Background: an optimization exercise with open tools, aiming at small area. Do not read the settings as production practice. Only simulation tests tie the RTL to the original design; equivalence was not proved. Power is estimated from default activity; no workload was simulated.

--- design.v ---
module UnitGenerator
(
  input  CLK,           
  input  rst,           
  output wire UnitClock,
  output wire UnitTick,  
  input  PIN_24,  
  input  PIN_23,
  input  PIN_22,
  input  PIN_21,
  input  PIN_19,  
  input  PIN_18,
  input  PIN_17,
  input  PIN_16,
  input  PIN_15,
  input  PIN_14
  );
  reg        morse_clk;
  reg [38:0] cnt;
  wire [3:0] m = {PIN_24, PIN_23, PIN_22, PIN_21};
  wire [5:0] s = {PIN_19, PIN_18, PIN_17, PIN_16, PIN_15, PIN_14};
  reg [31:0] t1;   
  always @(*)
    case (s)
      6'd0: t1 = 32'h00000000;
      6'd1: t1 = 32'h16000000;
      6'd2: t1 = 32'h08000000;
      6'd3: t1 = 32'h05333333;
      6'd4: t1 = 32'h04000000;
      6'd5: t1 = 32'h03200000;
      6'd6: t1 = 32'h02666666;
      6'd7: t1 = 32'h02285714;
      6'd8: t1 = 32'h02000000;
      6'd9: t1 = 32'h01777777;
      6'd10: t1 = 32'h01600000;
      6'd11: t1 = 32'h01454545;
      6'd12: t1 = 32'h01333333;
      6'd13: t1 = 32'h01230769;
      6'd14: t1 = 32'h01142857;
      6'd15: t1 = 32'h01066666;
      6'd16: t1 = 32'h01000000;
      6'd17: t1 = 32'h00941176;
      6'd18: t1 = 32'h00888888;
      6'd19: t1 = 32'h00842105;
      6'd20: t1 = 32'h00800000;
      6'd21: t1 = 32'h00761904;
      6'd22: t1 = 32'h00727272;
      6'd23: t1 = 32'h00695652;
      6'd24: t1 = 32'h00666666;
      6'd25: t1 = 32'h00640000;
      6'd26: t1 = 32'h00615384;
      6'd27: t1 = 32'h00592592;
      6'd28: t1 = 32'h00571428;
      6'd29: t1 = 32'h00551724;
      6'd30: t1 = 32'h00533333;
      6'd31: t1 = 32'h00516129;
      6'd32: t1 = 32'h00500000;
      6'd33: t1 = 32'h00484848;
      6'd34: t1 = 32'h00470588;
      6'd35: t1 = 32'h00457142;
      6'd36: t1 = 32'h00444444;
      6'd37: t1 = 32'h00432432;
      6'd38: t1 = 32'h00421052;
      6'd39: t1 = 32'h00410256;
      6'd40: t1 = 32'h00400000;
      6'd41: t1 = 32'h00390243;
      6'd42: t1 = 32'h00380952;
      6'd43: t1 = 32'h00372093;
      6'd44: t1 = 32'h00363636;
      6'd45: t1 = 32'h00355555;
      6'd46: t1 = 32'h00347826;
      6'd47: t1 = 32'h00340425;
      6'd48: t1 = 32'h00333333;
      6'd49: t1 = 32'h00326530;
      6'd50: t1 = 32'h00320000;
      6'd51: t1 = 32'h00313725;
      6'd52: t1 = 32'h00307692;
      6'd53: t1 = 32'h00301886;
      6'd54: t1 = 32'h00296296;
      6'd55: t1 = 32'h00290909;
      6'd56: t1 = 32'h00285714;
      6'd57: t1 = 32'h00280701;
      6'd58: t1 = 32'h00275862;
      6'd59: t1 = 32'h00271186;
      6'd60: t1 = 32'h00266666;
      6'd61: t1 = 32'h00262295;
      6'd62: t1 = 32'h00258064;
      6'd63: t1 = 32'h00253968;
    endcase
  reg [38:0] inc;
  reg        c;
  integer i;
  always @(*) begin
    c = 1'b1;
    for (i = 0; i < 9; i = i + 1) begin
      inc[4*i +: 4] = (c && cnt[4*i +: 4] == 4'd9) ? 4'd0 : cnt[4*i +: 4] + {3'd0, c};
      c = c && cnt[4*i +: 4] == 4'd9;
    end
    inc[38:36] = cnt[38:36] + {2'd0, c};
  end
  wire ones = (cnt == 39'h4_2949_6729_5);    
  function ge(input [31:0] a, input [31:0] b, input integer w);
    integer k;
    reg g;
    begin
      g = 1'b1;
      for (k = 0; k < w; k = k + 1)
        g = (a[k] & ~b[k]) | (a[k] & g) | (~b[k] & g);
      ge = g;
    end
  endfunction
  wire ge1    = (|cnt[38:32]) || ge(cnt[31:0], t1, 32);
  wire ge10   = (|cnt[38:28]) || ge({4'd0, cnt[27:0]}, {4'd0, t1[31:4]}, 28);
  wire ge1k   = (|cnt[38:20]) || ge({12'd0, cnt[19:0]}, {12'd0, t1[31:12]}, 20);
  wire ge1m   = (|cnt[38:8])  || ge({24'd0, cnt[7:0]}, {24'd0, t1[31:24]}, 8);
  reg ge_sel;
  always @(*)
    case (m)
      4'b0001: ge_sel = ge1;
      4'b0010: ge_sel = ge10;
      4'b0100: ge_sel = ge1k;
      4'b1000: ge_sel = ge1m;
      default: ge_sel = 1'b0;
    endcase
  wire hit = ones || (ge_sel && s != 6'd0);
  always @(posedge CLK)
    if (rst) begin
      morse_clk <= 1'b1;
      cnt <= 39'd0;
    end else if (hit) begin
      morse_clk <= ~morse_clk;
      cnt <= 39'd0;
    end else
      cnt <= inc;
  assign UnitClock = morse_clk;
  assign UnitTick = hit & ~morse_clk;
endmodule
module Sentence
  (
    input  CLK,
    input  rst,        
    input  UnitTick,   
    output wire ONOFF,
    output wire isDash
  );
  localparam [1:0] SEG_S2 = 2'b00;
  localparam [1:0] SEG_S1 = 2'b01;
  localparam [1:0] SEG_O  = 2'b10;
  reg [1:0] seg;
  reg [3:0] rem;
  reg       onoff;
  reg       indash;
  reg [1:0] seg_n;
  reg [3:0] rem_n;
  always @(*) begin
    seg_n = seg;
    rem_n = rem;
    if (rst) begin
      seg_n = SEG_S2;
      rem_n = 4'd0;
    end else if (UnitTick) begin
      if (rem == 4'd0) begin
        seg_n = (seg == SEG_S2) ? SEG_S1 : (seg == SEG_S1) ? SEG_O : SEG_S2;
        rem_n = (seg == SEG_S1) ? 4'd15 : 4'd9;
      end else
        rem_n = rem - 4'd1;
    end
  end
  wire on_n   = (rem_n[3] | rem_n[2]) & (seg_n[1] ? ~(rem_n[1] & rem_n[0]) : ~rem_n[0]);
  always @(posedge CLK) begin
    seg    <= seg_n;
    rem    <= rem_n;
    onoff  <= on_n;
    indash <= on_n & seg_n[1];
  end
  assign ONOFF = onoff;
  assign isDash = indash;
endmodule
module LaserMorse_Top #(parameter CLK_SPEED=16_000_000)
  (input  CLK,           
   input  rst,           
   output PIN_12,
   output PIN_13,
   output LED,
   output USBPU,   
   input  PIN_24,  
   input  PIN_23,  
   input  PIN_22,  
   input  PIN_21,  
   input  PIN_19,  
   input  PIN_18,
   input  PIN_17,
   input  PIN_16,
   input  PIN_15,
   input  PIN_14
    );
  wire unitClock;
  wire unitTick;
  wire ledOnOff;
  wire isDash;
  UnitGenerator unit(.CLK(CLK), .rst(rst),
                     .UnitClock(unitClock), .UnitTick(unitTick),
                     .PIN_24(PIN_24), .PIN_23(PIN_23), .PIN_22(PIN_22), .PIN_21(PIN_21),
                     .PIN_19(PIN_19), .PIN_18(PIN_18), .PIN_17(PIN_17),
                     .PIN_16(PIN_16), .PIN_15(PIN_15), .PIN_14(PIN_14));
  Sentence sentence(.CLK(CLK), .rst(rst), .UnitTick(unitTick),
                    .ONOFF(ledOnOff), .isDash(isDash));
  assign LED = ledOnOff;
  assign PIN_13 = ledOnOff;
  assign PIN_12 = isDash;
  assign USBPU = 1'b0;
endmodule
--- run.sh ---
#!/bin/bash
# synth_recipe.tcl (not shown) runs the flow's synth.tcl, then flattens the netlist and writes it again
# the make line also repeats each setting of config.mk as NAME=value (left out here)
make -C /OpenROAD-flow-scripts/flow DESIGN_CONFIG=/design/flow/config.mk WORK_HOME=/design/flow/orfs CLKGATE_MAP_FILE= SYNTH_SCRIPT=/design/flow/synth_recipe.tcl finish
--- config.mk ---
export PLATFORM = sky130hd
export DESIGN_NAME = LaserMorse_Top
export DESIGN_NICKNAME = LaserMorse_Top
export VERILOG_FILES = /design/flow/design.v
export SDC_FILE = /design/flow/constraint.sdc
export NUM_CORES = 4
export LEC_CHECK = 0
export ABC_AREA = 1
export CAP_MARGIN = 20
export CORE_MARGIN = 2
export CORE_UTILIZATION = 40
export SLEW_MARGIN = 20
--- constraint.sdc ---
create_clock -name core_clock -period 130.0 [get_ports {CLK}]
set_input_delay 26.0000 -clock core_clock [delete_from_list [all_inputs] [get_ports {CLK}]]
set_output_delay 26.0000 -clock core_clock [all_outputs]
set_load 0.01 [all_outputs]
==> flow_metrics.env <==
export IMPL_grt_first_pass_wirelength_mm=26.8
export IMPL_holdPathEnd="sentence.seg[0]"
export IMPL_holdWs_ns=0.506
export IMPL_max_stage_delay_ns=0.74
export IMPL_vias=5877
export IMPL_numPortBuffers=14
export IMPL_finalCritPeriodShare_pct=23.4
export IMPL_grt_max_degree=40
export IMPL_cts_clk_slew_worst_paths_ns=0.06
export IMPL_area_growth_pct=6.69
export IMPL_hp_class="flip-flop to flip-flop"
export IMPL_min_from="sentence.seg[0]"
export IMPL_route_antenna_remaining_nets=0
export IMPL_worstRegToRegCells=19
export IMPL_hpwl_mm=12.3
export IMPL_clock_latency_ns=0.29
export IMPL_timing_slew_headroom_pct=58.9
export IMPL_p_leak_uw=0.00284
export IMPL_setup_viol=0
export IMPL_startpoint_type="input port"
export IMPL_crit_top_cell="nand2_1"
export IMPL_crit_start="PIN_15"
export IMPL_syn_nets=967
export IMPL_rows=42
export IMPL_first_pass_iters=7
export IMPL_required_ns=130.24
export IMPL_fmax_mhz=32.9
export IMPL_power_uw=39.5
export IMPL_drt_vias_per_instance=5.39
export IMPL_yosysTopAreaCell="nand2_1"
export IMPL_drive_gt1_share_pct=5.68
export IMPL_yosysSeqAreaShare_pct=18.0
export IMPL_start_util_pct=40.6
export IMPL_status="timing/DRC/antenna clean"
export IMPL_routed_wirelength_mm=16.4
export IMPL_syn_inst=921
export IMPL_fp_dieH_um=119
export IMPL_max_vdd_ir_drop_uv=5.84
export IMPL_ys_types=48
export IMPL_critPathKind="input port to flip-flop"
export IMPL_ctsResizeCount=0
export IMPL_synth_edf_count=0
export IMPL_fin_nets=961
export IMPL_post_cts_buffers=0
export IMPL_grt_overflow=0
export IMPL_ios=16
export IMPL_reg2reg_from="unit.cnt[4]"
export IMPL_track_usage_pct=23.2
export IMPL_num_antenna_cells=0
export IMPL_routabilityCongestion=1.01
export IMPL_grt_pass1_vias=5286
export IMPL_r2r_slack_ns=126.49
export IMPL_die_w_um=119
export IMPL_crit_path_end_kind="flip-flop"
export IMPL_regArea_sq_um=961
export IMPL_cts_buffer_depth=2
export IMPL_fin_tns_setup_ns=0
export IMPL_cts_made_buffers=5
export IMPL_cts_root_buffer="clkbuf_16"
export IMPL_hold_viol=0
export IMPL_power_density_nw_per_um2=6.95
export IMPL_rsz0062_at_grt="no"
export IMPL_dr_first_iter_drc_count=811
export IMPL_skew_ns=0.00481
export IMPL_critPathMaxFanout=12
export IMPL_synthTopCellsByArea="nand2_1 (18%), dfxtp_1 (18%), inv_1 (9.9%)"
export IMPL_syn_mean_instance_area_sq_um=5.78
export IMPL_yosysWarnings=2
export IMPL_die_area_sq_um=14300
export IMPL_synth_ff_type="dfxtp_1"
export IMPL_core_area_sq_um=13100
export IMPL_multi_input_area_sq_um=3600
export IMPL_arrival_ns=30.62
export IMPL_synth_top_area_share_pct=18.3
export IMPL_fin_crit_ns=30.38
export IMPL_syn_area_sq_um=5330
export IMPL_slew_violations=0
export IMPL_clock_sinks=48
export IMPL_detail_route_wl_per_cell_um=15.0
export IMPL_worst_pin_slew_ns=0.612
export IMPL_synthArstFlopShare_pct=0
export IMPL_htree_levels=2
export IMPL_rr_endpoint="unit.cnt[38]"
export IMPL_tritoncts="done"
export IMPL_fill_cells=1445
export IMPL_cts_hold_buffers=0
export IMPL_drc_errors=0
export IMPL_fin_util_pct=43.3
export IMPL_critPathSlowestCell="clkdlybuf4s50_1"
export IMPL_antenna_found_initial=0
export IMPL_synth_seq_cells=48
export IMPL_whs_path_depth=2
export IMPL_cap_violations=0
cells in the final DEF (no fill, tap or decap), types with 3 or more instances in the layout:
cell             Yosys  layout
or2_2                4       4
nor4_1               9       9
a22oi_1             16      16
clkbuf_16            0       5
nand3_1             74      74
o221ai_1             3       3
nand4_1              9       9
a31oi_1              3       3
a21oi_1             37      37
o21ai_0             37      37
buf_4                7       6
nor3_1              13      13
o211ai_1             4       4
o22ai_1             26      26
a22o_1               3       3
ha_1                34      34
o21ai_1             12      12
xnor2_1             10      10
clkdlybuf4s50_1      0      14
dfxtp_1             48      48
nand2_2              8       8
nor2_2               4       4
nor2_1              87      87
nand2_1            260     260
xor2_1               9       9
inv_1              140     140
inv_2               11      11
worst max path at each step:
stage          depth (start not counted)               to  slack, ns
6_report                              37     unit.cnt[13]      99.62
5_1_grt                               49  sentence.indash      99.01
4_1_cts                               37     unit.cnt[13]      99.70
3_5_place_dp                          37     unit.cnt[13]      99.40
3_3_place_gp                          37     unit.cnt[12]      99.41
2_1_floorplan                         46     unit.cnt[12]     100.92
power by group:
group | total (uW) | internal (uW) | switching [uW]
registers | 15.1 | 14.8 | 0.244
logic | 11.4 | 3.48 | 7.95
clock network | 13.0 | 7.58 | 5.44
total | 39.5 | 25.9 | 13.6
metal layers:
metal / share of wire (%) / track usage, %
met1: 46 / 33.4
met5: 0 / 0
met2: 41 / 33.8
met4: 3.7 / 9.85
met3: 9.6 / 4.07
sequential cells by signal, indices dropped and copies added (netlist names):
| name | count |
|---|---|
| sentence.onoff | 1 |
| sentence.rem | 4 |
| unit.morse_clk | 1 |
| sentence.indash | 1 |
| sentence.seg | 2 |
| unit.cnt | 39 |
layout make-up:
type	instances	area share, %
clock buffer	6	2.44
clock inverter	1	0.154
multi-input combinational	688	63.3
timing repair buffer	20	3.26
tap	176	3.87
inverter	152	10.0
sequential	48	16.9
critical path, delay by kind of cell:
kind / cells / cell delay [ns]
and+or+nand+nor: 27 / 2.22
AOI/OAI and AO/OA: 6 / 0.84
buffers and inverters: 3 / 1.13
adders and majority gates: 1 / 0.44
cells in the mapped netlist, types with 3 or more instances:
cell / number
nand2_1: 260
inv_1: 140
nor2_1: 87
nand3_1: 74
dfxtp_1: 48
a21oi_1: 37
o21ai_0: 37
ha_1: 34
o22ai_1: 26
a22oi_1: 16
buf_2: 13
nor3_1: 13
o21ai_1: 12
inv_2: 11
xnor2_1: 10
nand4_1: 9
nor4_1: 9
xor2_1: 9
clkbuf_1: 8
nand2_2: 8
buf_4: 7
buf_6: 4
nor2_2: 4
o211ai_1: 4
or2_2: 4
a22o_1: 3
a31oi_1: 3
o221ai_1: 3
per-stage QoR:
step | setup slack [ns] | instance area [sq um] | instances
after floorplan | 100.92 | 5330 | 921
after global placement | 99.41 | 5540 | 1084
after detailed placement | 99.40 | 5540 | 1084
after CTS | 99.70 | 5680 | 1091
after global routing | 99.01 | 5680 | 1091
final | 99.62 | 5680 | 1091
kinds of logic after synthesis:
family | count (synthesis) | synth area share (%)
compound gates | 156 | 17.8
xor+xnor | 19 | 3.12
fa+ha+maj | 34 | 7.99
buf+inv | 185 | 14.4
flops | 48 | 18.0
other cells | 1 | 0.0704
simple gates | 478 | 38.5

[what the ideal ports hide]
Ports are ideal in the flow. The routed layout listed here was re-timed in OpenROAD. Step 1 assumes that a clkbuf_16 drives the clock port and a buf_2 every other input. Step 2 times the ports against the registers' clock, not the clock port: input delays grow and output delays shrink by t, the midpoint of the rising clock arrivals with the driver on. a / b / c = no drivers / after step 1 / after step 2; a / b = the first two.
t, ns: 0.327
setup WS [ns]: 99.621 / 99.636 / 99.309
worst setup path after step 2: input to register
clock arrival spread, ns: 0.005 / 0.005
slew at the worst register clock pin (ns): 0.06 / 0.06
After both steps this run still meets setup and hold. For this run, drivers alone change the setup slack by +0.015 ns; drivers and shift together by -0.312 ns.
